Background: an optimization exercise with open tools, aiming at small area, a short achievable clock period and few clock cycles. Do not read the settings as production practice.
At most, simulation tests tie the RTL to the original design; equivalence was not proved.
No functional check of the RTL was part of run 2.
Power figures rest on the tool's default switching activity, not on a simulated workload.

## flow/design.v (module list and top-level ports; edited modules follow where they fit)
// module booth_multiplier: 1328 lines
// module bm_gpn: 6 lines
// module bm_gpp: 6 lines
// module bm_gn: 5 lines
// module bm_gp: 5 lines
// module bm_fa: 6 lines
module booth_multiplier(clk, reset_n, multiplier, multiplicand, op_start, op_clear, op_done, result);
  // ...
==> flow/flow/run.sh <==
#!/bin/bash
# The standard synthesis and layout, with the port buffers the standard flow's flow adds made from
# sky130_fd_sc_hd__buf_1 instead of the cell buffer_ports picks by itself.
set -euo pipefail
bash standard.sh synth > synth.log 2>&1
export BUFFER_PORTS_ARGS="-buffer_cell sky130_fd_sc_hd__buf_1"
bash standard.sh > layout.log 2>&1
==> flow/standard.sh <==
#!/bin/bash
# synth_recipe.tcl (not shown) runs the flow's synth.tcl, then flattens the netlist and writes it again
# the make line also repeats each setting of config.mk as NAME=value (left out here)
make -C /OpenROAD-flow-scripts/flow DESIGN_CONFIG=/design/flow/config.mk WORK_HOME=/design/flow/orfs CLKGATE_MAP_FILE= SYNTH_SCRIPT=/design/flow/synth_recipe.tcl "${@:-finish}"
==> flow/config.mk <==
export PLATFORM = sky130hd
export DESIGN_NAME = booth_multiplier
export DESIGN_NICKNAME = booth_multiplier
export VERILOG_FILES = /design/flow/design.v
export SDC_FILE = /design/flow/constraint.sdc
export NUM_CORES = 4
export LEC_CHECK = 0
export ABC_AREA = 1
export CAP_MARGIN = 20
export CORE_MARGIN = 2
export CORE_UTILIZATION = 50
export PLACE_DENSITY = 0.65
export SETUP_SLACK_MARGIN = 2.7
export SLEW_MARGIN = 20
export SYNTH_HIERARCHICAL = 1
==> flow/constraint.sdc <==
create_clock -name core_clock -period 5.5 [get_ports {clk}]
set_input_delay 1.1000 -clock core_clock [delete_from_list [all_inputs] [get_ports {clk}]]
set_output_delay 1.1000 -clock core_clock [all_outputs]
set_load 0.01 [all_outputs]
==> reports/metrics.csv, run 1 <==
metric,value,unit
holdWs,0.302,ns
gp_congestion,0.911,
synth_top_family_by_area,adder cells,
grt_use_met1,39.9,%
fillCellCount,3654,
p_leak,10.9,nW
multi_input_area_share,60.8,%
design_area,0.0261,mm2
reg2reg_depth,10,
r2r-end,L1[7],
grt_pass1_wl,100,mm
synthCells,2341,
dp_slack,1.80,ns
internal_power,8.09,mW
synth_mux_area_share,0,%
p_clk,1.85,mW
drive_gt1_share,25.3,%
largest_reg_flops,66,
yosysMostFrequentCell,xor2_1,
num_vias,18429,
num-multi-input-gates,1682,
wl_per_cell,21.7,um
slew_violations,0,
num_tap_cells,585,
cts_made_buffers,26,
status,no timing/DRC/antenna violations,
largestRegisters,"S (66), rlo (64), C (63)",
crit_path_start,multiplicand[13],
wl_met1,28.2,mm
yosys.area_share.simple,8.78,%
port_buffers,260,
synth_top_area_share,23.7,%
Testbench counts, summed over its fixed seeds: cycles 4,224.
==> run 2, diff against run 1 <==
--- a/flow/design.v
+++ b/flow/design.v
@@ -1,15 +1,16 @@
 module booth_multiplier(clk, reset_n, multiplier, multiplicand, op_start, op_clear, op_done, result);
 	input clk, reset_n, op_start, op_clear;
 	input [63:0] multiplier, multiplicand;
 	output op_done;
 	output [127:0] result;
 	reg run, done;
 	reg [3:0] cnt;
+	reg [63:0] a;             
 	reg [3:0] one, two, neg;  
 	reg [65:0] S, C;         
 	reg [7:0] L0, L1;       
 	reg lc;                    
 	reg [63:0] rlo;            
 	assign op_done = done;
 	assign result = {S[63:0], rlo};
 	wire last = (cnt == 4'd8);
@@ -39,18 +40,18 @@
 	reg [3:0] one_n, two_n, neg_n;
 	always @(*) begin
 		for (i = 0; i < 4; i = i + 1) begin
 			one_n[i] = chunk[2*i+1] ^ chunk[2*i];
 			two_n[i] = (chunk[2*i+2] & ~chunk[2*i+1] & ~chunk[2*i]) | (~chunk[2*i+2] & chunk[2*i+1] & chunk[2*i]);
 			neg_n[i] = chunk[2*i+2];
 		end
 	end
-	wire [64:0] ae = {multiplicand[63], multiplicand};
-	wire [65:0] ae1 = {multiplicand[63], multiplicand, 1'b0};
+	wire [64:0] ae = {a[63], a};
+	wire [65:0] ae1 = {a[63], a, 1'b0};
 	wire [65:0] pp0;
 	assign pp0[64:0] = (({65{one[0]}} & ae) | ({65{two[0]}} & ae1[64:0])) ^ {65{neg[0]}};
 	assign pp0[65] = ~pp0[64];
 	wire [65:0] pp1;
 	assign pp1[64:0] = (({65{one[1]}} & ae) | ({65{two[1]}} & ae1[64:0])) ^ {65{neg[1]}};
 	assign pp1[65] = ~pp1[64];
 	wire [65:0] pp2;
 	assign pp2[64:0] = (({65{one[2]}} & ae) | ({65{two[2]}} & ae1[64:0])) ^ {65{neg[2]}};
@@ -1301,16 +1302,17 @@
 	assign full[65] = xp[65] ^ pg6_65_g;
 	assign full[66] = xp[66] ^ pg6_66_g;
 	assign full[67] = ~(xp[67] ^ pg6_67_g);
 	assign full[68] = xp[68] ^ pg6_68_g;
 	assign full[69] = ~(xp[69] ^ pg6_69_g);
 	assign full[70] = ~(xp[70] ^ pg6_70_g);
 	assign full[71] = xp[71] ^ pg6_71_g;
 	always @(posedge clk) begin
+		a <= multiplicand;
 		one <= one_n;
 		two <= two_n;
 		neg <= neg_n;
 		cnt <= run ? cnt + {3'b0, ~last} : 4'd0;
 		if (step) begin
 			S <= tS[73:8];
 			C <= tC[73:8];
 			L0 <= tS[7:0];
==> flow/config.mk (replaced) <==
export PLATFORM = sky130hd
export DESIGN_NAME = booth_multiplier
export DESIGN_NICKNAME = booth_multiplier
export VERILOG_FILES = /design/flow/design.v
export SDC_FILE = /design/flow/constraint.sdc
export NUM_CORES = 4
export LEC_CHECK = 0
export ABC_CLOCK_PERIOD_IN_PS = 2500
export CAP_MARGIN = 20
export CORE_MARGIN = 2
export CORE_UTILIZATION = 50
export PLACE_DENSITY = 0.65
export SETUP_SLACK_MARGIN = 3.0
export SLEW_MARGIN = 20
export SYNTH_HIERARCHICAL = 1
==> run 2 against run 1 <==
Compared with the run above: non-clock buffer count rose by 65; synthesized area rose by 8.9%; highest routed layer is now met5; critical path type is now reg2reg; clock power rose by 34%; still clean; worst hold slack improved by 0.020 ns.
==> reports/metrics.csv, run 2 <==
metric,value,unit,change
setup_tns,0,ns,
r2r_slack,2.67,ns,
cp_common_cell,fa_2,,
rsz0062_at_grt,true,,
timing.rr.start,two[0],,
fin_worst_skew,0.0163,ns,
syn_to_final_growth,25.4,%,
clockPowerShare,14.4,%,
path_delay_family,adder cells,,
path_max_fanout,7,,
nets,2985,,
timing.setup.critical_path_class,reg2reg,,
start_util,50.9,%,
dieHeight,222,um,
post-route-period-util,51.5,%,
synth_area_leaders,"fa_1 22%, dfxtp_1 19%, xnor2_1 12%, edfxtp_1 8.1%, a22oi_1 8.0%",,
p_leak,11.0,nW,+0.53%
yosys-top-cells-count,"324 x xnor2_1, 259 x fa_1, 253 x a22oi_1, 226 x dfxtp_1, 176 x nand2_1",,
switching_share,43.3,%,
period_needed,2.83,ns,
stdcell_count,3155,,
required,5.94,ns,
netlist_area,0.0238,mm2,
critPathSlowestCell,fa_2,,
grt_usage,29.9,%,
cts_made_buffers,36,,+38%
setup_viol,0,,
cp-end-kind,flop,,
antenna_found_initial,9,,
async_reset_ff_share,0.685,%,
seq_area_frac_synth,27.3,%,
cts_tree,built,,
hp-class,in2async,,
yosysUniqueCellTypes,60,,
crit_chain,buf_12 > buf_16 > a22oi_2 > xnor2_1 > fa_2 > fa_2 > fa_2 > and3_1,,
dp_hpwl,48.6,mm,
num_vias,19042,,+3.3%
viasPerCell,6.04,,
clock.fmax,353,MHz,
synth-main-ff-cell,dfxtp_1,,
cts-root-buf,clkbuf_16,,
max-cap-violations,0,,
maxSlewHeadroom,23.2,%,
wirelength,76.7,mm,
num_rows,79,,
critPathArrivalTime,3.28,ns,
synthCells,2329,,-0.51%
coreArea,0.0468,mm2,
synth_top_area_cell,fa_1,,
status,no timing/DRC/antenna violations,,
port_buffers,260,,unchanged
synth.avg_cell_area,10.2,um2,
die_area,0.0494,mm2,
final_hold_viol_count,0,,
reg2reg_depth,8,,-2
synth_edf_count,64,,
drt_iter0_markers,1503,,
hold_buffers,0,,
grt_pass1_wl,114,mm,+14%
htreeDepth,2,,
p_switching,7.48,mW,
clk_latency,0.57,ns,
clk_pin_slew_worst_paths,0.06,ns,
wl_per_cell,24.3,um,+12%
top_register,S,,
drive_gt1_share,33.6,%,+8.3 points
clk_path_buf_depth,3,,
mostFrequentLayoutCell,xnor2_1,,
drc,0,,
largest_reg_flops,66,,unchanged
ys_ff_latch,292,,
grt_max_degree,65,,
peakVddDrop,0.000323,V,
largestRegisters,"S (66), a (64), rlo (64)",,
powerDensity,579,mW/mm2,
setup_ws,2.67,ns,
cp_num_buf_inv,2,,
clock-sinks,292,,
pwr-share-comb,64.3,%,
ant_nets,0,,
dp.cells,2955,,
worstMarginPinSlew,1.15,ns,
dr.pass1.iters,5,,
io-pin-count,261,,
grt_pass1_vias,19141,,
cpPeakStageDelay,0.55,ns,
synth_top_area_share,21.8,%,-1.9 points
dp_slack,1.93,ns,+0.125 ns
gp_congestion,0.890,,-2.3%
internal_power,9.79,mW,+21%
r2r-end,C[26],,
die_x,222,um,
grt_overflow_total,0,,
worstSetupStartpointType,flop,,
yosys_warnings,7,,
pwr-share-seq,21.3,%,
slew_violations,0,,unchanged
layout_common_cells,"278 x xnor2_1, 260 x buf_1, 174 x a22oi_1",,
yosysMostFrequentCell,xnor2_1,,
==> run 2: cell count changes in the layout (fill, tap and decap cells not counted), sizes merged, moves of 27 or more <==
cell	before	now
xnor2	38	324
xor2	297	12
a22oi	0	253
o22ai	253	12
inv	266	80
and3	0	79
buf	331	402
nor2	179	111
dfxtp	162	226
o21ai	154	100
nand2	222	176
a211oi	0	35
a21oi	135	170
nand4	28	1
==> run 2: worst max-delay path by stage <==
stage                       from    end  slack (ns)  cells past startpoint
after CTS                 two[0]  C[26]        2.74                      8
after global routing      two[0]  C[26]        2.62                      8
final                     two[0]  C[26]        2.67                      8
after global placement    two[0]  S[10]        1.96                      8
after detailed placement  two[0]  C[12]        1.93                      7
after floorplan            L1[5]  S[44]        2.87                     11
==> run 2: cell families after synthesis <==
kind of cell	count (synthesis)	synth area share, %
flip-flops	292	27.3
AND/OR/NAND/NOR	390	7.32
adder cells (fa/ha/maj)	337	25.9
other	1	0.0158
XOR/XNOR	336	12.4
AO/OA/AOI/OAI	615	19.6
buffers and inverters	344	6.95
multiplexers	14	0.615
==> run 2: power groups by stage <==
stage	Clock [mW]	Combinational (mW)	Sequential (mW)
6_report	2.48	11.1	3.68
5_1_grt	2.59	12.3	3.74
4_1_cts	2.51	10.4	3.61
3_5_place_dp	0	9.07	3.81
3_3_place_gp	0	8.84	3.79
2_1_floorplan	0	7.08	3.36
==> run 2: what timing repair did <==
item | in CTS | in global routing
gates cloned | 13 | 3
gates resized for setup | 242 | 229
pin swaps | 92 | 116
setup buffers | 74 | 40
endpoints found under the setup margin | 160 | 136
==> run 2: modules after synthesis (local to each module, per instance) <==
module / copies in the design / cells
bm_gn: 34 / 1
booth_multiplier: 1 / 1725
bm_fa: 257 / 1
bm_gp: 33 / 1
bm_gpp: 53 / 2
bm_gpn: 87 / 2
==> run 2: cell type report <==
type                       count  area, um2
fill                        3689      16900
antenna                        4       10.0
sequential                   292       6670
tap                          607        759
timing repair buffer         407       2910
clock inverter                23        292
inverter                      81        332
clock buffer                  43        937
multi-input combinational   1698      17900
==> run 2: layer usage <==
layer	global-route usage (%)	up-vias	routed length, um
li1	-	8352	-
met1	39.4	9536	30800
met2	49.2	925	36700
met3	5.73	219	5940
met4	11.2	10	3180
met5	0	-	64
==> run 2: through the flow <==
stage	utilization [%]	power (mW)	hold slack (ns)	instance area [um2]
global placement	53.2	12.6	0.428	24900
floorplan	-	10.4	0.499	24600
detailed placement	53.2	12.9	0.431	24900
CTS	61.0	16.5	0.296	28500
global route	63.8	18.6	0.302	29800
finish	63.8	17.3	0.322	29800

==> separate check: timing with driven ports <==
How much do the figures lean on ideal ports? The routed layouts below were timed once more, with nothing changed but the port constraints.
Step 1 assumes that a clkbuf_16 drives the clock port and a buf_2 every other input.
Step 2, shift: input delay + t, output delay - t, t = (earliest + latest rising clock arrival at the registers) / 2. This alone moves slack from input paths to output paths.
Three values: no drivers, after step 1, after step 2; two values: the first two.
run | shift t [ns] | slack for setup (ns) | hold slack, ns | worst setup path at the end | worst slew at a driven data input, ns
run 1 | 0.633 | 2.630 / 2.632 / 2.011 | 0.302 / 0.266 / 0.444 | input to register | 0.09
run 2 | 0.615 | 2.666 / 2.666 / 2.666 | 0.322 / 0.287 / 0.441 | register to register | 0.12
After both steps every run listed still meets setup and hold. For run 1, which loses most, drivers alone change the setup slack by +0.002 ns; drivers and shift together by -0.619 ns.
